Background: an optimization exercise with open tools, aiming at small area and a short achievable clock period. Do not read the settings as production practice. Only simulation tests tie the RTL to the original design; equivalence was not proved. Power and IR drop assume default switching activity.

==> flow/design.v <==
module Zero_detection (
    input  wire [15:0] A,
    input  wire [15:0] B,
    input  wire [1:0]  Thres,
    output wire        Zero
);
    wire a_hi = |A[14:13];
    wire b_hi = |B[14:13];
    wire a_e1 = a_hi | A[12] | A[11];
    wire a_e2 = a_hi | A[12];
    wire b_e1 = b_hi | B[12] | B[11];
    wire b_e2 = b_hi | B[12];
    wire neg  = (Thres == 2'd1) ? ~(a_e1 | b_e1) :
                (Thres == 2'd2) ? ~(a_e2 | b_e2) :
                (Thres == 2'd3) ? ~(a_hi | b_hi) : 1'b0;
    assign Zero = ~|A | ~|B | neg;
endmodule
module booth_mul_cs (
    input  wire [15:0] a,
    input  wire [15:0] b,
    output wire [31:0] s,
    output wire [31:0] c
);
    wire one0 = b[0] ^ 1'b0;
    wire two0 = (b[1] & ~b[0] & ~1'b0) | (~b[1] & b[0] & 1'b0);
    wire neg0 = b[1];
    wire pp0_0 = ((one0 & a[0]) | (two0 & 1'b0)) ^ neg0;
    wire pp0_1 = ((one0 & a[1]) | (two0 & a[0])) ^ neg0;
    wire pp0_2 = ((one0 & a[2]) | (two0 & a[1])) ^ neg0;
    wire pp0_3 = ((one0 & a[3]) | (two0 & a[2])) ^ neg0;
    wire pp0_4 = ((one0 & a[4]) | (two0 & a[3])) ^ neg0;
    wire pp0_5 = ((one0 & a[5]) | (two0 & a[4])) ^ neg0;
    wire pp0_6 = ((one0 & a[6]) | (two0 & a[5])) ^ neg0;
    wire pp0_7 = ((one0 & a[7]) | (two0 & a[6])) ^ neg0;
    wire pp0_8 = ((one0 & a[8]) | (two0 & a[7])) ^ neg0;
    wire pp0_9 = ((one0 & a[9]) | (two0 & a[8])) ^ neg0;
    wire pp0_10 = ((one0 & a[10]) | (two0 & a[9])) ^ neg0;
    wire pp0_11 = ((one0 & a[11]) | (two0 & a[10])) ^ neg0;
    wire pp0_12 = ((one0 & a[12]) | (two0 & a[11])) ^ neg0;
    wire pp0_13 = ((one0 & a[13]) | (two0 & a[12])) ^ neg0;
    wire pp0_14 = ((one0 & a[14]) | (two0 & a[13])) ^ neg0;
    wire pp0_15 = ((one0 & a[15]) | (two0 & a[14])) ^ neg0;
    wire pp0_16 = ~(((one0 | two0) & a[15]) ^ neg0);
    wire one1 = b[2] ^ b[1];
    wire two1 = (b[3] & ~b[2] & ~b[1]) | (~b[3] & b[2] & b[1]);
    wire neg1 = b[3];
    wire pp1_0 = ((one1 & a[0]) | (two1 & 1'b0)) ^ neg1;
    wire pp1_1 = ((one1 & a[1]) | (two1 & a[0])) ^ neg1;
    wire pp1_2 = ((one1 & a[2]) | (two1 & a[1])) ^ neg1;
    wire pp1_3 = ((one1 & a[3]) | (two1 & a[2])) ^ neg1;
    wire pp1_4 = ((one1 & a[4]) | (two1 & a[3])) ^ neg1;
    wire pp1_5 = ((one1 & a[5]) | (two1 & a[4])) ^ neg1;
    wire pp1_6 = ((one1 & a[6]) | (two1 & a[5])) ^ neg1;
    wire pp1_7 = ((one1 & a[7]) | (two1 & a[6])) ^ neg1;
    wire pp1_8 = ((one1 & a[8]) | (two1 & a[7])) ^ neg1;
    wire pp1_9 = ((one1 & a[9]) | (two1 & a[8])) ^ neg1;
    wire pp1_10 = ((one1 & a[10]) | (two1 & a[9])) ^ neg1;
    wire pp1_11 = ((one1 & a[11]) | (two1 & a[10])) ^ neg1;
    wire pp1_12 = ((one1 & a[12]) | (two1 & a[11])) ^ neg1;
    wire pp1_13 = ((one1 & a[13]) | (two1 & a[12])) ^ neg1;
    wire pp1_14 = ((one1 & a[14]) | (two1 & a[13])) ^ neg1;
    wire pp1_15 = ((one1 & a[15]) | (two1 & a[14])) ^ neg1;
    wire pp1_16 = ~(((one1 | two1) & a[15]) ^ neg1);
    wire one2 = b[4] ^ b[3];
    wire two2 = (b[5] & ~b[4] & ~b[3]) | (~b[5] & b[4] & b[3]);
    wire neg2 = b[5];
    wire pp2_0 = ((one2 & a[0]) | (two2 & 1'b0)) ^ neg2;
    wire pp2_1 = ((one2 & a[1]) | (two2 & a[0])) ^ neg2;
    wire pp2_2 = ((one2 & a[2]) | (two2 & a[1])) ^ neg2;
    wire pp2_3 = ((one2 & a[3]) | (two2 & a[2])) ^ neg2;
    wire pp2_4 = ((one2 & a[4]) | (two2 & a[3])) ^ neg2;
    wire pp2_5 = ((one2 & a[5]) | (two2 & a[4])) ^ neg2;
    wire pp2_6 = ((one2 & a[6]) | (two2 & a[5])) ^ neg2;
    wire pp2_7 = ((one2 & a[7]) | (two2 & a[6])) ^ neg2;
    wire pp2_8 = ((one2 & a[8]) | (two2 & a[7])) ^ neg2;
    wire pp2_9 = ((one2 & a[9]) | (two2 & a[8])) ^ neg2;
    wire pp2_10 = ((one2 & a[10]) | (two2 & a[9])) ^ neg2;
    wire pp2_11 = ((one2 & a[11]) | (two2 & a[10])) ^ neg2;
    wire pp2_12 = ((one2 & a[12]) | (two2 & a[11])) ^ neg2;
    wire pp2_13 = ((one2 & a[13]) | (two2 & a[12])) ^ neg2;
    wire pp2_14 = ((one2 & a[14]) | (two2 & a[13])) ^ neg2;
    wire pp2_15 = ((one2 & a[15]) | (two2 & a[14])) ^ neg2;
    wire pp2_16 = ~(((one2 | two2) & a[15]) ^ neg2);
    wire one3 = b[6] ^ b[5];
    wire two3 = (b[7] & ~b[6] & ~b[5]) | (~b[7] & b[6] & b[5]);
    wire neg3 = b[7];
    wire pp3_0 = ((one3 & a[0]) | (two3 & 1'b0)) ^ neg3;
    wire pp3_1 = ((one3 & a[1]) | (two3 & a[0])) ^ neg3;
    wire pp3_2 = ((one3 & a[2]) | (two3 & a[1])) ^ neg3;
    wire pp3_3 = ((one3 & a[3]) | (two3 & a[2])) ^ neg3;
    wire pp3_4 = ((one3 & a[4]) | (two3 & a[3])) ^ neg3;
    wire pp3_5 = ((one3 & a[5]) | (two3 & a[4])) ^ neg3;
    wire pp3_6 = ((one3 & a[6]) | (two3 & a[5])) ^ neg3;
    wire pp3_7 = ((one3 & a[7]) | (two3 & a[6])) ^ neg3;
    wire pp3_8 = ((one3 & a[8]) | (two3 & a[7])) ^ neg3;
    wire pp3_9 = ((one3 & a[9]) | (two3 & a[8])) ^ neg3;
    wire pp3_10 = ((one3 & a[10]) | (two3 & a[9])) ^ neg3;
    wire pp3_11 = ((one3 & a[11]) | (two3 & a[10])) ^ neg3;
    wire pp3_12 = ((one3 & a[12]) | (two3 & a[11])) ^ neg3;
    wire pp3_13 = ((one3 & a[13]) | (two3 & a[12])) ^ neg3;
    wire pp3_14 = ((one3 & a[14]) | (two3 & a[13])) ^ neg3;
    wire pp3_15 = ((one3 & a[15]) | (two3 & a[14])) ^ neg3;
    wire pp3_16 = ~(((one3 | two3) & a[15]) ^ neg3);
    wire one4 = b[8] ^ b[7];
    wire two4 = (b[9] & ~b[8] & ~b[7]) | (~b[9] & b[8] & b[7]);
    wire neg4 = b[9];
    wire pp4_0 = ((one4 & a[0]) | (two4 & 1'b0)) ^ neg4;
    wire pp4_1 = ((one4 & a[1]) | (two4 & a[0])) ^ neg4;
    wire pp4_2 = ((one4 & a[2]) | (two4 & a[1])) ^ neg4;
    wire pp4_3 = ((one4 & a[3]) | (two4 & a[2])) ^ neg4;
    wire pp4_4 = ((one4 & a[4]) | (two4 & a[3])) ^ neg4;
    wire pp4_5 = ((one4 & a[5]) | (two4 & a[4])) ^ neg4;
    wire pp4_6 = ((one4 & a[6]) | (two4 & a[5])) ^ neg4;
    wire pp4_7 = ((one4 & a[7]) | (two4 & a[6])) ^ neg4;
    wire pp4_8 = ((one4 & a[8]) | (two4 & a[7])) ^ neg4;
    wire pp4_9 = ((one4 & a[9]) | (two4 & a[8])) ^ neg4;
    wire pp4_10 = ((one4 & a[10]) | (two4 & a[9])) ^ neg4;
    wire pp4_11 = ((one4 & a[11]) | (two4 & a[10])) ^ neg4;
    wire pp4_12 = ((one4 & a[12]) | (two4 & a[11])) ^ neg4;
    wire pp4_13 = ((one4 & a[13]) | (two4 & a[12])) ^ neg4;
    wire pp4_14 = ((one4 & a[14]) | (two4 & a[13])) ^ neg4;
    wire pp4_15 = ((one4 & a[15]) | (two4 & a[14])) ^ neg4;
    wire pp4_16 = ~(((one4 | two4) & a[15]) ^ neg4);
    wire one5 = b[10] ^ b[9];
    wire two5 = (b[11] & ~b[10] & ~b[9]) | (~b[11] & b[10] & b[9]);
    wire neg5 = b[11];
    wire pp5_0 = ((one5 & a[0]) | (two5 & 1'b0)) ^ neg5;
    wire pp5_1 = ((one5 & a[1]) | (two5 & a[0])) ^ neg5;
    wire pp5_2 = ((one5 & a[2]) | (two5 & a[1])) ^ neg5;
    wire pp5_3 = ((one5 & a[3]) | (two5 & a[2])) ^ neg5;
    wire pp5_4 = ((one5 & a[4]) | (two5 & a[3])) ^ neg5;
    wire pp5_5 = ((one5 & a[5]) | (two5 & a[4])) ^ neg5;
    wire pp5_6 = ((one5 & a[6]) | (two5 & a[5])) ^ neg5;
    wire pp5_7 = ((one5 & a[7]) | (two5 & a[6])) ^ neg5;
    wire pp5_8 = ((one5 & a[8]) | (two5 & a[7])) ^ neg5;
    wire pp5_9 = ((one5 & a[9]) | (two5 & a[8])) ^ neg5;
    wire pp5_10 = ((one5 & a[10]) | (two5 & a[9])) ^ neg5;
    wire pp5_11 = ((one5 & a[11]) | (two5 & a[10])) ^ neg5;
    wire pp5_12 = ((one5 & a[12]) | (two5 & a[11])) ^ neg5;
    wire pp5_13 = ((one5 & a[13]) | (two5 & a[12])) ^ neg5;
    wire pp5_14 = ((one5 & a[14]) | (two5 & a[13])) ^ neg5;
    wire pp5_15 = ((one5 & a[15]) | (two5 & a[14])) ^ neg5;
    wire pp5_16 = ~(((one5 | two5) & a[15]) ^ neg5);
    wire one6 = b[12] ^ b[11];
    wire two6 = (b[13] & ~b[12] & ~b[11]) | (~b[13] & b[12] & b[11]);
    wire neg6 = b[13];
    wire pp6_0 = ((one6 & a[0]) | (two6 & 1'b0)) ^ neg6;
    wire pp6_1 = ((one6 & a[1]) | (two6 & a[0])) ^ neg6;
    wire pp6_2 = ((one6 & a[2]) | (two6 & a[1])) ^ neg6;
    wire pp6_3 = ((one6 & a[3]) | (two6 & a[2])) ^ neg6;
    wire pp6_4 = ((one6 & a[4]) | (two6 & a[3])) ^ neg6;
    wire pp6_5 = ((one6 & a[5]) | (two6 & a[4])) ^ neg6;
    wire pp6_6 = ((one6 & a[6]) | (two6 & a[5])) ^ neg6;
    wire pp6_7 = ((one6 & a[7]) | (two6 & a[6])) ^ neg6;
    wire pp6_8 = ((one6 & a[8]) | (two6 & a[7])) ^ neg6;
    wire pp6_9 = ((one6 & a[9]) | (two6 & a[8])) ^ neg6;
    wire pp6_10 = ((one6 & a[10]) | (two6 & a[9])) ^ neg6;
    wire pp6_11 = ((one6 & a[11]) | (two6 & a[10])) ^ neg6;
    wire pp6_12 = ((one6 & a[12]) | (two6 & a[11])) ^ neg6;
    wire pp6_13 = ((one6 & a[13]) | (two6 & a[12])) ^ neg6;
    wire pp6_14 = ((one6 & a[14]) | (two6 & a[13])) ^ neg6;
    wire pp6_15 = ((one6 & a[15]) | (two6 & a[14])) ^ neg6;
    wire pp6_16 = ~(((one6 | two6) & a[15]) ^ neg6);
    wire one7 = b[14] ^ b[13];
    wire two7 = (b[15] & ~b[14] & ~b[13]) | (~b[15] & b[14] & b[13]);
    wire neg7 = b[15];
    wire pp7_0 = ((one7 & a[0]) | (two7 & 1'b0)) ^ neg7;
    wire pp7_1 = ((one7 & a[1]) | (two7 & a[0])) ^ neg7;
    wire pp7_2 = ((one7 & a[2]) | (two7 & a[1])) ^ neg7;
    wire pp7_3 = ((one7 & a[3]) | (two7 & a[2])) ^ neg7;
    wire pp7_4 = ((one7 & a[4]) | (two7 & a[3])) ^ neg7;
    wire pp7_5 = ((one7 & a[5]) | (two7 & a[4])) ^ neg7;
    wire pp7_6 = ((one7 & a[6]) | (two7 & a[5])) ^ neg7;
    wire pp7_7 = ((one7 & a[7]) | (two7 & a[6])) ^ neg7;
    wire pp7_8 = ((one7 & a[8]) | (two7 & a[7])) ^ neg7;
    wire pp7_9 = ((one7 & a[9]) | (two7 & a[8])) ^ neg7;
    wire pp7_10 = ((one7 & a[10]) | (two7 & a[9])) ^ neg7;
    wire pp7_11 = ((one7 & a[11]) | (two7 & a[10])) ^ neg7;
    wire pp7_12 = ((one7 & a[12]) | (two7 & a[11])) ^ neg7;
    wire pp7_13 = ((one7 & a[13]) | (two7 & a[12])) ^ neg7;
    wire pp7_14 = ((one7 & a[14]) | (two7 & a[13])) ^ neg7;
    wire pp7_15 = ((one7 & a[15]) | (two7 & a[14])) ^ neg7;
    wire pp7_16 = ~(((one7 | two7) & a[15]) ^ neg7);
    wire s0 = neg5 ^ pp0_10;
    wire k0 = neg5 & pp0_10;
    wire s1 = pp0_11 ^ pp1_9;
    wire k1 = pp0_11 & pp1_9;
    wire s2 = neg6 ^ pp0_12 ^ pp1_10;
    wire k2 = (neg6 & pp0_12) | (neg6 & pp1_10) | (pp0_12 & pp1_10);
    wire s3 = pp2_8 ^ pp3_6;
    wire k3 = pp2_8 & pp3_6;
    wire s4 = pp0_13 ^ pp1_11 ^ pp2_9;
    wire k4 = (pp0_13 & pp1_11) | (pp0_13 & pp2_9) | (pp1_11 & pp2_9);
    wire s5 = pp3_7 ^ pp4_5;
    wire k5 = pp3_7 & pp4_5;
    wire s6 = neg7 ^ pp0_14 ^ pp1_12;
    wire k6 = (neg7 & pp0_14) | (neg7 & pp1_12) | (pp0_14 & pp1_12);
    wire s7 = pp2_10 ^ pp3_8 ^ pp4_6;
    wire k7 = (pp2_10 & pp3_8) | (pp2_10 & pp4_6) | (pp3_8 & pp4_6);
    wire s8 = pp5_4 ^ pp6_2;
    wire k8 = pp5_4 & pp6_2;
    wire s9 = pp0_15 ^ pp1_13 ^ pp2_11;
    wire k9 = (pp0_15 & pp1_13) | (pp0_15 & pp2_11) | (pp1_13 & pp2_11);
    wire s10 = pp3_9 ^ pp4_7 ^ pp5_5;
    wire k10 = (pp3_9 & pp4_7) | (pp3_9 & pp5_5) | (pp4_7 & pp5_5);
    wire s11 = pp6_3 ^ pp7_1;
    wire k11 = pp6_3 & pp7_1;
    wire s12 = ~(pp0_16 ^ pp1_14);
    wire k12 = pp0_16 | pp1_14;
    wire s13 = pp2_12 ^ pp3_10 ^ pp4_8;
    wire k13 = (pp2_12 & pp3_10) | (pp2_12 & pp4_8) | (pp3_10 & pp4_8);
    wire s14 = pp5_6 ^ pp6_4 ^ pp7_2;
    wire k14 = (pp5_6 & pp6_4) | (pp5_6 & pp7_2) | (pp6_4 & pp7_2);
    wire s15 = ~(pp1_15 ^ pp2_13);
    wire k15 = pp1_15 | pp2_13;
    wire s16 = pp3_11 ^ pp4_9 ^ pp5_7;
    wire k16 = (pp3_11 & pp4_9) | (pp3_11 & pp5_7) | (pp4_9 & pp5_7);
    wire s17 = pp6_5 ^ pp7_3;
    wire k17 = pp6_5 & pp7_3;
    wire s18 = pp1_16 ^ pp2_14 ^ pp3_12;
    wire k18 = (pp1_16 & pp2_14) | (pp1_16 & pp3_12) | (pp2_14 & pp3_12);
    wire s19 = pp4_10 ^ pp5_8 ^ pp6_6;
    wire k19 = (pp4_10 & pp5_8) | (pp4_10 & pp6_6) | (pp5_8 & pp6_6);
    wire s20 = ~(pp2_15 ^ pp3_13);
    wire k20 = pp2_15 | pp3_13;
    wire s21 = pp4_11 ^ pp5_9;
    wire k21 = pp4_11 & pp5_9;
    wire s22 = pp2_16 ^ pp3_14 ^ pp4_12;
    wire k22 = (pp2_16 & pp3_14) | (pp2_16 & pp4_12) | (pp3_14 & pp4_12);
    wire s23 = ~pp3_15;
    wire k23 = pp3_15;
    wire s24 = neg3 ^ pp0_6;
    wire k24 = neg3 & pp0_6;
    wire s25 = pp0_7 ^ pp1_5;
    wire k25 = pp0_7 & pp1_5;
    wire s26 = neg4 ^ pp0_8 ^ pp1_6;
    wire k26 = (neg4 & pp0_8) | (neg4 & pp1_6) | (pp0_8 & pp1_6);
    wire s27 = pp2_4 ^ pp3_2;
    wire k27 = pp2_4 & pp3_2;
    wire s28 = pp0_9 ^ pp1_7 ^ pp2_5;
    wire k28 = (pp0_9 & pp1_7) | (pp0_9 & pp2_5) | (pp1_7 & pp2_5);
    wire s29 = pp3_3 ^ pp4_1;
    wire k29 = pp3_3 & pp4_1;
    wire s30 = pp1_8 ^ pp2_6 ^ pp3_4;
    wire k30 = (pp1_8 & pp2_6) | (pp1_8 & pp3_4) | (pp2_6 & pp3_4);
    wire s31 = pp4_2 ^ pp5_0 ^ s0;
    wire k31 = (pp4_2 & pp5_0) | (pp4_2 & s0) | (pp5_0 & s0);
    wire s32 = pp2_7 ^ pp3_5 ^ pp4_3;
    wire k32 = (pp2_7 & pp3_5) | (pp2_7 & pp4_3) | (pp3_5 & pp4_3);
    wire s33 = pp5_1 ^ k0 ^ s1;
    wire k33 = (pp5_1 & k0) | (pp5_1 & s1) | (k0 & s1);
    wire s34 = pp4_4 ^ pp5_2 ^ pp6_0;
    wire k34 = (pp4_4 & pp5_2) | (pp4_4 & pp6_0) | (pp5_2 & pp6_0);
    wire s35 = k1 ^ s2 ^ s3;
    wire k35 = (k1 & s2) | (k1 & s3) | (s2 & s3);
    wire s36 = pp5_3 ^ pp6_1 ^ k2;
    wire k36 = (pp5_3 & pp6_1) | (pp5_3 & k2) | (pp6_1 & k2);
    wire s37 = k3 ^ s4 ^ s5;
    wire k37 = (k3 & s4) | (k3 & s5) | (s4 & s5);
    wire s38 = pp7_0 ^ k4 ^ k5;
    wire k38 = (pp7_0 & k4) | (pp7_0 & k5) | (k4 & k5);
    wire s39 = s6 ^ s7 ^ s8;
    wire k39 = (s6 & s7) | (s6 & s8) | (s7 & s8);
    wire s40 = k6 ^ k7 ^ k8;
    wire k40 = (k6 & k7) | (k6 & k8) | (k7 & k8);
    wire s41 = s9 ^ s10 ^ s11;
    wire k41 = (s9 & s10) | (s9 & s11) | (s10 & s11);
    wire s42 = k9 ^ k10 ^ k11;
    wire k42 = (k9 & k10) | (k9 & k11) | (k10 & k11);
    wire s43 = s12 ^ s13 ^ s14;
    wire k43 = (s12 & s13) | (s12 & s14) | (s13 & s14);
    wire s44 = k12 ^ k13 ^ k14;
    wire k44 = (k12 & k13) | (k12 & k14) | (k13 & k14);
    wire s45 = s15 ^ s16 ^ s17;
    wire k45 = (s15 & s16) | (s15 & s17) | (s16 & s17);
    wire s46 = pp7_4 ^ k15 ^ k16;
    wire k46 = (pp7_4 & k15) | (pp7_4 & k16) | (k15 & k16);
    wire s47 = k17 ^ s18 ^ s19;
    wire k47 = (k17 & s18) | (k17 & s19) | (s18 & s19);
    wire s48 = pp6_7 ^ pp7_5 ^ k18;
    wire k48 = (pp6_7 & pp7_5) | (pp6_7 & k18) | (pp7_5 & k18);
    wire s49 = k19 ^ s20 ^ s21;
    wire k49 = (k19 & s20) | (k19 & s21) | (s20 & s21);
    wire s50 = pp5_10 ^ pp6_8 ^ pp7_6;
    wire k50 = (pp5_10 & pp6_8) | (pp5_10 & pp7_6) | (pp6_8 & pp7_6);
    wire s51 = k20 ^ k21 ^ s22;
    wire k51 = (k20 & k21) | (k20 & s22) | (k21 & s22);
    wire s52 = pp4_13 ^ pp5_11 ^ pp6_9;
    wire k52 = (pp4_13 & pp5_11) | (pp4_13 & pp6_9) | (pp5_11 & pp6_9);
    wire s53 = pp7_7 ^ k22 ^ s23;
    wire k53 = (pp7_7 & k22) | (pp7_7 & s23) | (k22 & s23);
    wire s54 = pp3_16 ^ pp4_14 ^ pp5_12;
    wire k54 = (pp3_16 & pp4_14) | (pp3_16 & pp5_12) | (pp4_14 & pp5_12);
    wire s55 = pp6_10 ^ pp7_8 ^ k23;
    wire k55 = (pp6_10 & pp7_8) | (pp6_10 & k23) | (pp7_8 & k23);
    wire s56 = ~(pp4_15 ^ pp5_13);
    wire k56 = pp4_15 | pp5_13;
    wire s57 = pp6_11 ^ pp7_9;
    wire k57 = pp6_11 & pp7_9;
    wire s58 = pp4_16 ^ pp5_14 ^ pp6_12;
    wire k58 = (pp4_16 & pp5_14) | (pp4_16 & pp6_12) | (pp5_14 & pp6_12);
    wire s59 = ~pp5_15;
    wire k59 = pp5_15;
    wire s60 = neg2 ^ pp0_4;
    wire k60 = neg2 & pp0_4;
    wire s61 = pp0_5 ^ pp1_3;
    wire k61 = pp0_5 & pp1_3;
    wire s62 = pp1_4 ^ pp2_2 ^ pp3_0;
    wire k62 = (pp1_4 & pp2_2) | (pp1_4 & pp3_0) | (pp2_2 & pp3_0);
    wire s63 = pp2_3 ^ pp3_1 ^ k24;
    wire k63 = (pp2_3 & pp3_1) | (pp2_3 & k24) | (pp3_1 & k24);
    wire s64 = pp4_0 ^ k25 ^ s26;
    wire k64 = (pp4_0 & k25) | (pp4_0 & s26) | (k25 & s26);
    wire s65 = k26 ^ k27 ^ s28;
    wire k65 = (k26 & k27) | (k26 & s28) | (k27 & s28);
    wire s66 = k28 ^ k29 ^ s30;
    wire k66 = (k28 & k29) | (k28 & s30) | (k29 & s30);
    wire s67 = k30 ^ s32 ^ k31;
    wire k67 = (k30 & s32) | (k30 & k31) | (s32 & k31);
    wire s68 = k32 ^ s34 ^ k33;
    wire k68 = (k32 & s34) | (k32 & k33) | (s34 & k33);
    wire s69 = k34 ^ k35 ^ s36;
    wire k69 = (k34 & k35) | (k34 & s36) | (k35 & s36);
    wire s70 = k36 ^ k37 ^ s38;
    wire k70 = (k36 & k37) | (k36 & s38) | (k37 & s38);
    wire s71 = k38 ^ k39 ^ s40;
    wire k71 = (k38 & k39) | (k38 & s40) | (k39 & s40);
    wire s72 = k40 ^ k41 ^ s42;
    wire k72 = (k40 & k41) | (k40 & s42) | (k41 & s42);
    wire s73 = k42 ^ k43 ^ s44;
    wire k73 = (k42 & k43) | (k42 & s44) | (k43 & s44);
    wire s74 = k44 ^ k45 ^ s46;
    wire k74 = (k44 & k45) | (k44 & s46) | (k45 & s46);
    wire s75 = k46 ^ k47 ^ s48;
    wire k75 = (k46 & k47) | (k46 & s48) | (k47 & s48);
    wire s76 = s50 ^ k48 ^ k49;
    wire k76 = (s50 & k48) | (s50 & k49) | (k48 & k49);
    wire s77 = k50 ^ s52 ^ k51;
    wire k77 = (k50 & s52) | (k50 & k51) | (s52 & k51);
    wire s78 = k52 ^ s54 ^ k53;
    wire k78 = (k52 & s54) | (k52 & k53) | (s54 & k53);
    wire s79 = k54 ^ s56 ^ s57;
    wire k79 = (k54 & s56) | (k54 & s57) | (s56 & s57);
    wire s80 = pp7_10 ^ k56 ^ k57;
    wire k80 = (pp7_10 & k56) | (pp7_10 & k57) | (k56 & k57);
    wire s81 = pp6_13 ^ pp7_11 ^ k58;
    wire k81 = (pp6_13 & pp7_11) | (pp6_13 & k58) | (pp7_11 & k58);
    wire s82 = pp5_16 ^ pp6_14 ^ pp7_12;
    wire k82 = (pp5_16 & pp6_14) | (pp5_16 & pp7_12) | (pp6_14 & pp7_12);
    wire s83 = ~pp6_15;
    wire k83 = pp6_15;
    wire s84 = neg1 ^ pp0_2;
    wire k84 = neg1 & pp0_2;
    wire s85 = pp0_3 ^ pp1_1;
    wire k85 = pp0_3 & pp1_1;
    wire s86 = pp1_2 ^ pp2_0 ^ s60;
    wire k86 = (pp1_2 & pp2_0) | (pp1_2 & s60) | (pp2_0 & s60);
    wire s87 = pp2_1 ^ k60 ^ s61;
    wire k87 = (pp2_1 & k60) | (pp2_1 & s61) | (k60 & s61);
    wire s88 = k61 ^ s62 ^ s24;
    wire k88 = (k61 & s62) | (k61 & s24) | (s62 & s24);
    wire s89 = k62 ^ s25 ^ s63;
    wire k89 = (k62 & s25) | (k62 & s63) | (s25 & s63);
    wire s90 = s27 ^ k63 ^ s64;
    wire k90 = (s27 & k63) | (s27 & s64) | (k63 & s64);
    wire s91 = s29 ^ k64 ^ s65;
    wire k91 = (s29 & k64) | (s29 & s65) | (k64 & s65);
    wire s92 = k65 ^ s66 ^ s31;
    wire k92 = (k65 & s66) | (k65 & s31) | (s66 & s31);
    wire s93 = k66 ^ s33 ^ s67;
    wire k93 = (k66 & s33) | (k66 & s67) | (s33 & s67);
    wire s94 = s35 ^ k67 ^ s68;
    wire k94 = (s35 & k67) | (s35 & s68) | (k67 & s68);
    wire s95 = s37 ^ k68 ^ s69;
    wire k95 = (s37 & k68) | (s37 & s69) | (k68 & s69);
    wire s96 = s39 ^ k69 ^ s70;
    wire k96 = (s39 & k69) | (s39 & s70) | (k69 & s70);
    wire s97 = s41 ^ k70 ^ s71;
    wire k97 = (s41 & k70) | (s41 & s71) | (k70 & s71);
    wire s98 = s43 ^ k71 ^ s72;
    wire k98 = (s43 & k71) | (s43 & s72) | (k71 & s72);
    wire s99 = s45 ^ k72 ^ s73;
    wire k99 = (s45 & k72) | (s45 & s73) | (k72 & s73);
    wire s100 = s47 ^ k73 ^ s74;
    wire k100 = (s47 & k73) | (s47 & s74) | (k73 & s74);
    wire s101 = s49 ^ k74 ^ s75;
    wire k101 = (s49 & k74) | (s49 & s75) | (k74 & s75);
    wire s102 = s51 ^ k75 ^ s76;
    wire k102 = (s51 & k75) | (s51 & s76) | (k75 & s76);
    wire s103 = s53 ^ k76 ^ s77;
    wire k103 = (s53 & k76) | (s53 & s77) | (k76 & s77);
    wire s104 = s55 ^ k77 ^ s78;
    wire k104 = (s55 & k77) | (s55 & s78) | (k77 & s78);
    wire s105 = k55 ^ s79 ^ k78;
    wire k105 = (k55 & s79) | (k55 & k78) | (s79 & k78);
    wire s106 = s58 ^ k79 ^ s80;
    wire k106 = (s58 & k79) | (s58 & s80) | (k79 & s80);
    wire s107 = s59 ^ k80 ^ s81;
    wire k107 = (s59 & k80) | (s59 & s81) | (k80 & s81);
    wire s108 = k59 ^ s82 ^ k81;
    wire k108 = (k59 & s82) | (k59 & k81) | (s82 & k81);
    wire s109 = pp7_13 ^ k82 ^ s83;
    wire k109 = (pp7_13 & k82) | (pp7_13 & s83) | (k82 & s83);
    wire s110 = pp6_16 ^ pp7_14 ^ k83;
    wire k110 = (pp6_16 & pp7_14) | (pp6_16 & k83) | (pp7_14 & k83);
    wire s111 = ~pp7_15;
    wire k111 = pp7_15;
    assign s = {1'b0, pp7_16, s111, k109, s109, k107, k106, s106, k104, k103, k102, k101, k100, k99, k98, k97, k96, k95, k94, k93, k92, k91, k90, k89, k88, k87, k86, k85, k84, pp1_0, pp0_1, neg0};
    assign c = {1'b0, k111, k110, s110, k108, s108, s107, k105, s105, s104, s103, s102, s101, s100, s99, s98, s97, s96, s95, s94, s93, s92, s91, s90, s89, s88, s87, s86, s85, s84, 1'b0, pp0_0};
endmodule
module processing_element_os (
    input  wire        clk,
    input  wire        rst_n,
    input  wire [15:0] a_in,
    input  wire [15:0] w_in,
    input  wire        step,       
    input  wire        clr,        
    input  wire        bclr,       
    input  wire        valid1,     
    input  wire        aval,       
    input  wire        wval,       
    input  wire [1:0]  thr,        
    output reg  [15:0] act,
    output reg  [15:0] wei,
    output reg  [47:0] buf_q
);
    reg  [31:0] ps, pc;
    reg         zf;
    reg  [47:0] mac;
    wire [31:0] s, c;
    booth_mul_cs m0 (.a(act), .b(wei), .s(s), .c(c));
    wire zero;
    Zero_detection zd0 (.A(act), .B(wei), .Thres(thr), .Zero(zero));
    always @(posedge clk) begin
        if (step) begin
            act <= a_in;
            wei <= w_in;
            ps  <= s;
            pc  <= c;
            zf  <= zero | ~aval | ~wval;
        end
    end
    wire [31:0] x  = mac[31:0] ^ ps ^ pc;
    wire [32:0] y  = {(mac[31:0] & ps) | (mac[31:0] & pc) | (ps & pc), 1'b0};
    wire        inc = y[32] & x[31];
    wire        dec = ~y[32] & ~x[31];
    wire [47:0] opa = {mac[47:32], ~x[31], x[30:0]};
    wire [47:0] opb = {{15{dec}}, inc | dec, y[31:0]};
    wire [47:0] sum = opa + opb;
    always @(posedge clk or negedge rst_n) begin
        if (!rst_n)
            mac <= 48'd0;
        else if (clr)
            mac <= 48'd0;
        else if (step & valid1 & ~zf)
            mac <= sum;
    end
    always @(posedge clk or negedge rst_n) begin
        if (!rst_n)
            buf_q <= 48'd0;
        else if (bclr)
            buf_q <= 48'd0;
        else if (step & valid1)
            buf_q <= mac;
    end
endmodule
module systolic_array (
    input  wire         clk,
    input  wire         rst_n,
    input  wire [47:0]  act_flat,
    input  wire [47:0]  wei_flat,
    input  wire         pipeline_en,
    input  wire         reg_clear,
    input  wire         cell_en,
    input  wire         cscan_en,
    input  wire [1:0]   Thres,
    output wire         cell_out,
    output wire [431:0] MAC_out_flat
);
    wire [2:0] cel;            
    wire [2:0] wv;             
    wire [2:0] c_in = {cel[1], cel[0], cell_en};
    wire [2:0] step = c_in & {3{pipeline_en}};
    wire       bclr = reg_clear | cscan_en;
    wire [15:0] act [0:2][0:2];
    wire [15:0] wei [0:2][0:2];
    genvar y, x;
    generate
        for (y = 0; y < 3; y = y + 1) begin : g_row
            reg       cell_r;
            reg [2:0] v;           
            reg [1:0] thr;         
            always @(posedge clk or negedge rst_n) begin
                if (!rst_n) begin
                    cell_r <= 1'b0;
                    v      <= 3'b000;
                end else if (reg_clear) begin
                    cell_r <= 1'b0;
                    v      <= 3'b000;
                end else begin
                    cell_r <= c_in[y];
                    if (step[y])
                        v <= {v[1:0], 1'b1};
                end
            end
            assign cel[y] = cell_r;
            always @(posedge clk) begin
                if (step[y])
                    thr <= Thres;
            end
            if (y == 0) begin : g_w0
                assign wv[0] = v[0];
            end else begin : g_wn
                reg wv_r;
                always @(posedge clk or negedge rst_n) begin
                    if (!rst_n)
                        wv_r <= 1'b0;
                    else if (reg_clear)
                        wv_r <= 1'b0;
                    else if (step[y])
                        wv_r <= wv[y-1];
                end
                assign wv[y] = wv_r;
            end
            for (x = 0; x < 3; x = x + 1) begin : g_col
                processing_element_os pe (
                    .clk    (clk),
                    .rst_n  (rst_n),
                    .a_in   (x == 0 ? act_flat[16*y +: 16] : act[y][x-1]),
                    .w_in   (y == 0 ? wei_flat[16*x +: 16] : wei[y-1][x]),
                    .step   (step[y]),
                    .clr    (reg_clear),
                    .bclr   (bclr),
                    .valid1 (v[1]),
                    .aval   (v[x]),
                    .wval   (wv[y]),
                    .thr    (thr),
                    .act    (act[y][x]),
                    .wei    (wei[y][x]),
                    .buf_q  (MAC_out_flat[48*(3*y+x) +: 48])
                );
            end
        end
    endgenerate
    assign cell_out = cel[2];
endmodule
==> flow/run.sh <==
#!/bin/bash
# synth_recipe.tcl (not shown) runs the flow's synth.tcl, then flattens the netlist and writes it again
# the make line also repeats each setting of config.mk as NAME=value (left out here)
make -C /OpenROAD-flow-scripts/flow DESIGN_CONFIG=/design/flow/config.mk WORK_HOME=/design/flow/orfs CLKGATE_MAP_FILE= SYNTH_SCRIPT=/design/flow/synth_recipe.tcl finish
==> flow/config.mk <==
export PLATFORM = sky130hd
export DESIGN_NAME = systolic_array
export DESIGN_NICKNAME = systolic_array
export VERILOG_FILES = /design/flow/design.v
export SDC_FILE = /design/flow/constraint.sdc
export NUM_CORES = 4
export LEC_CHECK = 0
export CAP_MARGIN = 20
export CORE_MARGIN = 2
export CORE_UTILIZATION = 45
export PLACE_DENSITY = 0.6
export SLEW_MARGIN = 20
==> flow/constraint.sdc <==
create_clock -name core_clock -period 7.5 [get_ports {clk}]
set_input_delay 1.5000 -clock core_clock [delete_from_list [all_inputs] [get_ports {clk}]]
set_output_delay 1.5000 -clock core_clock [all_outputs]
set_load 0.01 [all_outputs]
==> run_results.csv, run 1 <==
group,metric,value,unit
outcome,status,"complete, no violations",
yosys,netlist_instances,15500,
cts,clock_path_buffers,4,
sta,setup_viol,0,
cts,htree_levels,4,
cts,cts_setup_buffers,0,
grt,grt-ovfl-total,0,
sta,clock.fmax,0.2098,GHz
grt,antenna_found_initial,26,
floorplan,fp.dieW,562.1,um
worst_setup_path,cp-start-kind,"register",
route,antenna_left,0,
yosys,yosysTopAreaCell,"edfxtp_1",
worst_setup_path,r2r-end,"g_row[0].g_col[2].pe.mac[47]$_DFFE_PN0P_",
cts,ctsResizeCount,0,
worst_setup_path,crit_type,"register to register",
yosys,async_reset_ff_share,50.75,%
cts,clkLatencyLatePin,0.91,ns
cts,cts.sinks,1730,
finish,drive_gt1_share,5.477,%
yosys,avgSynthCellArea,9.043,um2
sta,drv_slew,0,
grt,grt_max_degree,168,
worst_setup_path,crit_path_end_kind,"register",
worst_setup_path,worst_ep_required_time,8.29,ns
yosys,synth_fp_nets,17290,
route,via_per_inst,5.858,
yosys,ys.flop_type,"dfrtp_1",
route,firstDrtPassIters,7,
sta,hold_slack,0.5147,ns
min_path,whs_path_depth,2,
worst_setup_path,cp_max_fo,5,
run,cap_viol_max_count,0,
floorplan,dieHeight,562.1,um
worst_setup_path,r2r-start,"g_row[0].g_col[2].pe.mac[0]$_DFFE_PN0P_",
cts,cts_root_buf,"clkbuf_16",
route,drc,0,
sta,rsz0062_at_grt,"false",
worst_setup_path,cp_data_arrival_time,5.56,ns
worst_setup_path,rrSetupSlack,2.73,ns
sta,period_share,63.54,%
floorplan,die_area,0.3159,mm2
route,vias,114100,
sta,finalSetupTns,0,ns
place,dp_hpwl,303400,um
yosys,synth_common_cells,"nand2_1, a21oi_1, clkbuf_1",
worst_setup_path,r2r_cells,15,
floorplan,core_region_area,0.3094,mm2
route,routedWlPerCell,21.94,um
pwr,total_power,29.65,mW
place,routabilityCongestion,0.8995,
sta,worst_pin_slew,1.136,ns
yosys,synthesis.area,0.1401,mm2
finish,area_growth_syn_to_layout,11.06,%
route,drt_wl_total,427500,um
floorplan,num_io_pins,537,
finish,fin_area,0.1556,mm2
place,portBuffers,536,
finish,fin_nets,16970,
floorplan,placementRows,204,
pwr,p_leak,65.74,nW
cts,cts_buffers,201,
min_path,hold_end,"g_row[1].g_col[2].pe.mac[43]$_DFFE_PN0P_",
yosys,yosys_warnings,2,
yosys,synth_area_leaders,"edfxtp_1, dfrtp_1, fa_1",
min_path,min_path_type,"register to register",
route,dr.first_iter.drc_count,11930,
min_path,hp-start,"g_row[1].g_col[2].pe.mac[43]$_DFFE_PN0P_",
yosys,synth_cell_types,95,
grt,grt_pass1_vias,107900,
grt,grt_util_all_layers,26.60,%
yosys,synth_seq_area_share,33.93,%
place,place_area,0.1485,mm2
yosys,ys_ff_latch,1730,
cts,path_clk_slew,0.06,ns
yosys,yosys.area.top_type_share,18.26,%
cts,cts_tree,"yes",
sta,period_needed,4.766,ns
pwr,p_per_area,190.5,mW/mm2
sta,finalHoldViolCount,0,
sta,fin_skew,0.05911,ns
grt,grt_pass1_wl,664200,um
sta,relSlewSlack,24.25,%
pwr,vdd_drop_max,0.1741,mV
yosys,synth.most_common_cell,"nand2_1",
cts,cts_hold_buf,0,
floorplan,initial_core_util,45.30,%
yosys,synth_edf_count,852,
## worst max-delay path, stage by stage, from the launching register on
cell and delay [ns]:
dfrtp_1 0.41, fa_1 0.44, ha_1 0.23, fa_1 0.47
a21oi_1 0.21, o21bai_1 0.13, a2111oi_0 0.58, o21bai_1 0.30
a211oi_1 0.75, o21ai_0 0.20, a21oi_1 0.26, o21ai_0 0.13
a21oi_1 0.18, xnor2_1 0.16, a21oi_1 0.09, o22ai_1 0.15
## power breakdown
part / total (mW) / switching, mW / internal [mW]
Clock: 10.5 / 4.29 / 6.19
Sequential: 11.0 / 0.249 / 10.7
Combinational: 8.20 / 4.92 / 3.28
Total: 29.6 / 9.45 / 20.2
## per-layer routing
layer,wire (um),share of wire [%],global-route usage [%],vias up
li1,-,-,-,53140
met1,190700,45,39.02,55810
met2,188700,44,40.22,4526
met3,32300,7.6,3.751,643
met4,15690,3.7,9.022,14
met5,92,0.022,0,-
## cell usage in the layout, fill, tap and decap left out, types with 208 or more instances in the layout
| cell | Yosys | routed |
|---|---|---|
| a21o_1 | 289 | 289 |
| a21oi_1 | 1673 | 1673 |
| a221oi_1 | 473 | 473 |
| a22o_1 | 351 | 351 |
| a22oi_1 | 489 | 489 |
| buf_4 | 0 | 351 |
| clkbuf_16 | 0 | 208 |
| clkdlybuf4s50_1 | 0 | 534 |
| dfrtp_1 | 878 | 878 |
| edfxtp_1 | 852 | 852 |
| fa_1 | 1062 | 1062 |
| ha_1 | 621 | 621 |
| inv_1 | 875 | 872 |
| nand2_1 | 3084 | 3081 |
| nor2_1 | 743 | 678 |
| o21ai_0 | 737 | 737 |
| xnor2_1 | 359 | 359 |
| xor2_1 | 283 | 283 |
## state kept, by name, indices dropped and copies added, names as in the netlist
name and flops:
g_row.thr 6, g_row.g_col.pe.wei 144, g_row.g_col.pe.mac 432, g_row.g_wn.wv_r 2
g_row.g_col.pe.buf_q 432, g_row.g_col.pe.act 144, g_row.g_col.pe.pc 270, g_row.v 9
g_row.cell_r 3, g_row.g_col.pe.ps 279, g_row.g_col.pe.zf 9
## how the worst max path moves through the flow
stage | startpoint | end | depth (start not counted)
final | g_row[0].g_col[2].pe.mac[0]$_DFFE_PN0P_ | g_row[0].g_col[2].pe.mac[47]$_DFFE_PN0P_ | 15
after global routing | g_row[0].g_col[2].pe.mac[0]$_DFFE_PN0P_ | g_row[0].g_col[2].pe.mac[47]$_DFFE_PN0P_ | 15
after CTS | g_row[0].g_col[2].pe.mac[0]$_DFFE_PN0P_ | g_row[0].g_col[2].pe.mac[47]$_DFFE_PN0P_ | 15
after detailed placement | pipeline_en | g_row[1].g_col[0].pe.mac[47]$_DFFE_PN0P_ | 10
after global placement | pipeline_en | g_row[1].g_col[0].pe.mac[47]$_DFFE_PN0P_ | 10
after floorplan | pipeline_en | g_row[1].g_col[2].pe.mac[3]$_DFFE_PN0P_ | 10
## cell families after synthesis
kind of cell / after synthesis / synth area share [%]
adder cells (fa/ha/maj): 1734 / 21.08
AO/OA/AOI/OAI: 4479 / 20.60
XOR/XNOR: 642 / 4.012
flip-flops: 1730 / 33.93
multiplexers: 183 / 1.315
buffers and inverters: 2293 / 6.145
AND/OR/NAND/NOR: 4437 / 12.92
## metrics by stage
step	cells	utilization, %	setup slack [ns]
after floorplan	15500	-	0.4064
after global placement	19100	47.99	2.219
after detailed placement	19100	48.01	2.201
after CTS	19470	50.28	2.796
after global routing	19480	50.31	2.497
final	19480	50.31	2.734
## layout make-up
type | instances | area [um2]
well taps | 4120 | 5155
fillers | 28760 | 153700
flip-flops and latches | 1730 | 47560
inverters | 875 | 3296
diodes | 7 | 17.52
multi-input cells | 11480 | 84280
repair buffers | 901 | 8297
clock inverters | 108 | 1279
clock buffers | 267 | 5767
==> run 2: changes to the inputs <==
--- a/flow/config.mk
+++ b/flow/config.mk
@@ -6,7 +6,9 @@
 export NUM_CORES = 4
 export LEC_CHECK = 0
+export ABC_CLOCK_PERIOD_IN_PS = 3000
 export CAP_MARGIN = 20
 export CORE_MARGIN = 2
 export CORE_UTILIZATION = 45
 export PLACE_DENSITY = 0.6
+export SETUP_SLACK_MARGIN = 4.3
 export SLEW_MARGIN = 20
==> run_results.csv, run 2 <==
group,metric,value,unit
yosys,synth_common_cells,"nand2_1, a21oi_1, clkbuf_1",
worst_setup_path,slowest_stage,"fa_1",
finish,drive_gt1_share,28.96,%
worst_setup_path,cp_cell_sequence,"fa_1 > buf_6 > fa_2 > a211oi_2 > o21bai_1 > or2_4 > nand4_1 > nand2_1 > a2111o_1 > a31oi_4 > buf_6 > buf_6 > buf_4 > buf_6 > o31ai_2 > xor2_1 > a22o_1",
floorplan,num_io_pins,537,
grt,antenna_found_initial,35,
yosys,synth_fp_nets,17290,
worst_setup_path,worst_ep_required_time,8.28,ns
pwr,p_leak,80.32,nW
finish,area_growth_syn_to_layout,33.12,%
route,via_per_inst,6.001,
worst_setup_path,cp_top_family,"compound AO/OA/AOI/OAI gates",
worst_setup_path,r2r_cells,17,
yosys,ys.flop_type,"dfrtp_1",
sta,drv_slew,0,
yosys,synth_area_leaders,"edfxtp_1, dfrtp_1, fa_1",
cts,clkLatencyLatePin,0.95,ns
cts,htree_levels,4,
yosys,synth_cell_types,95,
pwr,p_per_area,175.7,mW/mm2
pwr,vdd_drop_max,0.2063,mV
pwr,p_sw,10.91,mW
worst_setup_path,setup.worst_path.start,"g_row[1].g_col[0].pe.mac[2]$_DFFE_PN0P_",
worst_setup_path,crit_path_end_kind,"register",
sta,period_needed,4.030,ns
worst_setup_path,r2r-start,"g_row[1].g_col[0].pe.mac[2]$_DFFE_PN0P_",
sta,finalSetupTns,0,ns
grt,grt_pass1_vias,121100,
sta,finalHoldViolCount,0,
outcome,status,"complete, no violations",
yosys,avgSynthCellArea,9.043,um2
yosys,netlist_instances,15500,
place,place_area,0.1486,mm2
pwr,intPower,21.86,mW
min_path,min_path_type,"register to register",
finish,reg.largest.list,"g_row.g_col.pe.buf_q x432, g_row.g_col.pe.mac x432, g_row.g_col.pe.ps x279",
route,dr.first_iter.drc_count,15510,
worst_setup_path,cp_max_fo,3,
finish,final_core_util,60.31,%
sta,setup_viol,0,
sta,period_share,53.74,%
worst_setup_path,crit_type,"register to register",
yosys,yosysTopAreaCell,"edfxtp_1",
place,dpl_worst_slack,2.486,ns
grt,grt_pass1_wl,740100,um
cts,path_clk_slew,0.06,ns
yosys,yosys.area.top_type_share,18.26,%
yosys,async_reset_ff_share,50.75,%
cts,clock_path_buffers,4,
place,dp_hpwl,298600,um
pwr,seqPwrFrac,33.4,%
cts,cts_tree,"yes",
worst_setup_path,path_depth,17,
yosys,synth.most_common_cell,"nand2_1",
grt,grt-ovfl-total,0,
yosys,yosys_warnings,2,
route,vias,127800,
cts,cts.sinks,1730,
finish,nFillCells,25420,
route,drc,0,
route,antenna_left,0,
worst_setup_path,critPathBufInv,5,
finish,fin_area,0.1866,mm2
place,portBuffers,536,
yosys,synthesis.area,0.1401,mm2
sta,worst_pin_slew,1.178,ns
worst_setup_path,crit_path_max_incr_delay,0.51,ns
sta,clock.fmax,0.2481,GHz
worst_setup_path,cp-start-kind,"register",
yosys,ys_ff_latch,1730,
route,firstDrtPassIters,7,
sta,rsz0062_at_grt,"true",
floorplan,core_region_area,0.3094,mm2
place,routabilityCongestion,0.8952,
yosys,synth_seq_area_share,33.93,%
grt,grt_max_degree,141,
worst_setup_path,r2r-end,"g_row[1].g_col[0].pe.mac[35]$_DFFE_PN0P_",
yosys,synth_edf_count,852,
worst_setup_path,cp_data_arrival_time,4.81,ns
cts,cts_root_buf,"clkbuf_16",
sta,fin_ws,3.470,ns
floorplan,initial_core_util,45.30,%
floorplan,die_area,0.3159,mm2
worst_setup_path,cp-endpoint,"g_row[1].g_col[0].pe.mac[35]$_DFFE_PN0P_",
route,drt_wl_total,498100,um
worst_setup_path,rrSetupSlack,3.47,ns
cts,cts_buffers,203,
floorplan,dieHeight,562.1,um
grt,grt_util_all_layers,29.78,%
cts,cts_hold_buf,0,
route,routedWlPerCell,23.38,um
floorplan,fp.dieW,562.1,um
sta,relSlewSlack,21.48,%
sta,fin_skew,0.07310,ns
pwr,power.share.switching,33.29,%
finish,fin_nets,18780,
finish,final_cell_mix,"nand2_1, a21oi_1, buf_4",
worst_setup_path,path_common_cell,"buf_6",
run,cap_viol_max_count,0,
finish,final_common_cell,"nand2_1",
pwr,p_comb_share,35.1,%
pwr,clkPwrFrac,31.5,%
floorplan,placementRows,204,
==> run 2: changes by cell type in the layout (fill, tap and decap cells not counted), sizes merged, moves of 11 or more <==
cell / previous run / this run
buf: 367 / 2059
bufbuf: 0 / 65
clkbuf: 267 / 278
clkdlybuf4s15: 0 / 18
clkdlybuf4s50: 534 / 99
clkinvlp: 15 / 30
dlygate4sd2: 0 / 414
nor2: 743 / 769
==> run 2: worst min-delay path by stage <==
stage,depth (start not counted),start,endpoint
finish,2,g_row[0].g_col[0].pe.buf_q[12]$_DFFE_PN0P_,g_row[0].g_col[0].pe.buf_q[12]$_DFFE_PN0P_
global route,2,g_row[0].g_col[0].pe.buf_q[7]$_DFFE_PN0P_,g_row[0].g_col[0].pe.buf_q[7]$_DFFE_PN0P_
CTS,2,g_row[0].g_col[0].pe.buf_q[12]$_DFFE_PN0P_,g_row[0].g_col[0].pe.buf_q[12]$_DFFE_PN0P_
detailed placement,2,g_row[0].g_col[2].pe.mac[32]$_DFFE_PN0P_,g_row[0].g_col[2].pe.mac[32]$_DFFE_PN0P_
global placement,2,g_row[1].g_col[2].pe.mac[34]$_DFFE_PN0P_,g_row[1].g_col[2].pe.mac[34]$_DFFE_PN0P_
floorplan,0,g_row[0].g_col[0].pe.act[15]$_DFFE_PP_,g_row[0].g_col[1].pe.act[15]$_DFFE_PP_
==> run 2: final cells by class <==
type,count,area [um2],area share (%)
antenna,12,30.03,0.01610
clock buffer,267,5709,3.060
clock inverter,112,1189,0.6371
inverter,875,3339,1.790
multi-input combinational,11520,96350,51.64
sequential,1730,47610,25.52
tap,4120,5155,2.763
timing repair buffer,2667,27180,14.57
==> run 2: repair_timing <==
action / 4_1_cts / 5_1_grt
endpoints found under the setup margin: 2035 / 910
pin swaps: 1238 / 956
cloned: 114 / 23
resized for setup: 3266 / 1236
setup buffers: 1254 / 455
==> run 2: routing by layer <==
metal | vias up | GRT usage (%) | part of all wire, %
li1 | 57000 | - | -
met1 | 62420 | 41.68 | 41
met2 | 6810 | 45.29 | 44
met3 | 1563 | 6.265 | 10
met4 | 38 | 11.23 | 5.2
met5 | - | 0 | 0.049
==> run 2: worst register-to-register path: cells and delay by family, from the launching register on <==
family,cells,cell delay (ns)
DFF,1,0.42
and+or+nand+nor,3,0.58
buffers and inverters,5,0.55
AOI/OAI and AO/OA,6,1.34
adders and majority gates,2,0.88
xor gates and xnor gates,1,0.15
==> run 2: cell families after synthesis <==
kind of cell	count (synthesis)	synth area share [%]
multiplexers	183	1.315
AO/OA/AOI/OAI	4479	20.60
buffers and inverters	2293	6.145
AND/OR/NAND/NOR	4437	12.92
adder cells (fa/ha/maj)	1734	21.08
flip-flops	1730	33.93
XOR/XNOR	642	4.012
==> run 2: power groups by stage <==
stage,clock [mW],combinational [mW],sequential [mW]
after CTS,10.6,10.3,11.0
after global routing,10.9,12.6,11.0
after detailed placement,0,8.20,11.2
final,10.3,11.5,11.0
after global placement,0,8.15,11.2
after floorplan,0,5.73,11.1
==> run 2: per-stage QoR <==
step	instances	hold WS, ns	total power, mW
floorplan	15500	0.4244	16.83
global placement	19070	0.4978	19.31
detailed placement	19070	0.5113	19.36
CTS	20810	0.5199	31.79
global route	21300	0.5343	34.47
finish	21300	0.5158	32.77

## what the ideal ports hide
How much do the figures lean on ideal ports? The routed layouts below were timed once more, with nothing changed but the port constraints. Step 1: set_driving_cell puts a clkbuf_16 on clk and a buf_2 on each other input, an assumption about the parent block. Step 2, shift: input delay + t, output delay - t, t = (earliest + latest rising clock arrival at the registers) / 2. This alone moves slack from input paths to output paths. Three values: ideal, step 1, step 2; two values: the first two.
| run | shift t [ns] | slack for setup (ns) | worst setup path after step 2 |
|---|---|---|---|
| run 1 | 0.989 | 2.734 / 2.734 / 2.078 | input to register |
| run 2 | 1.015 | 3.470 / 3.470 / 3.130 | input to register |
After both steps setup and hold are still met in every run listed. For run 1, which loses most, drivers alone change the setup slack by 0.000 ns; drivers and shift together by -0.656 ns.
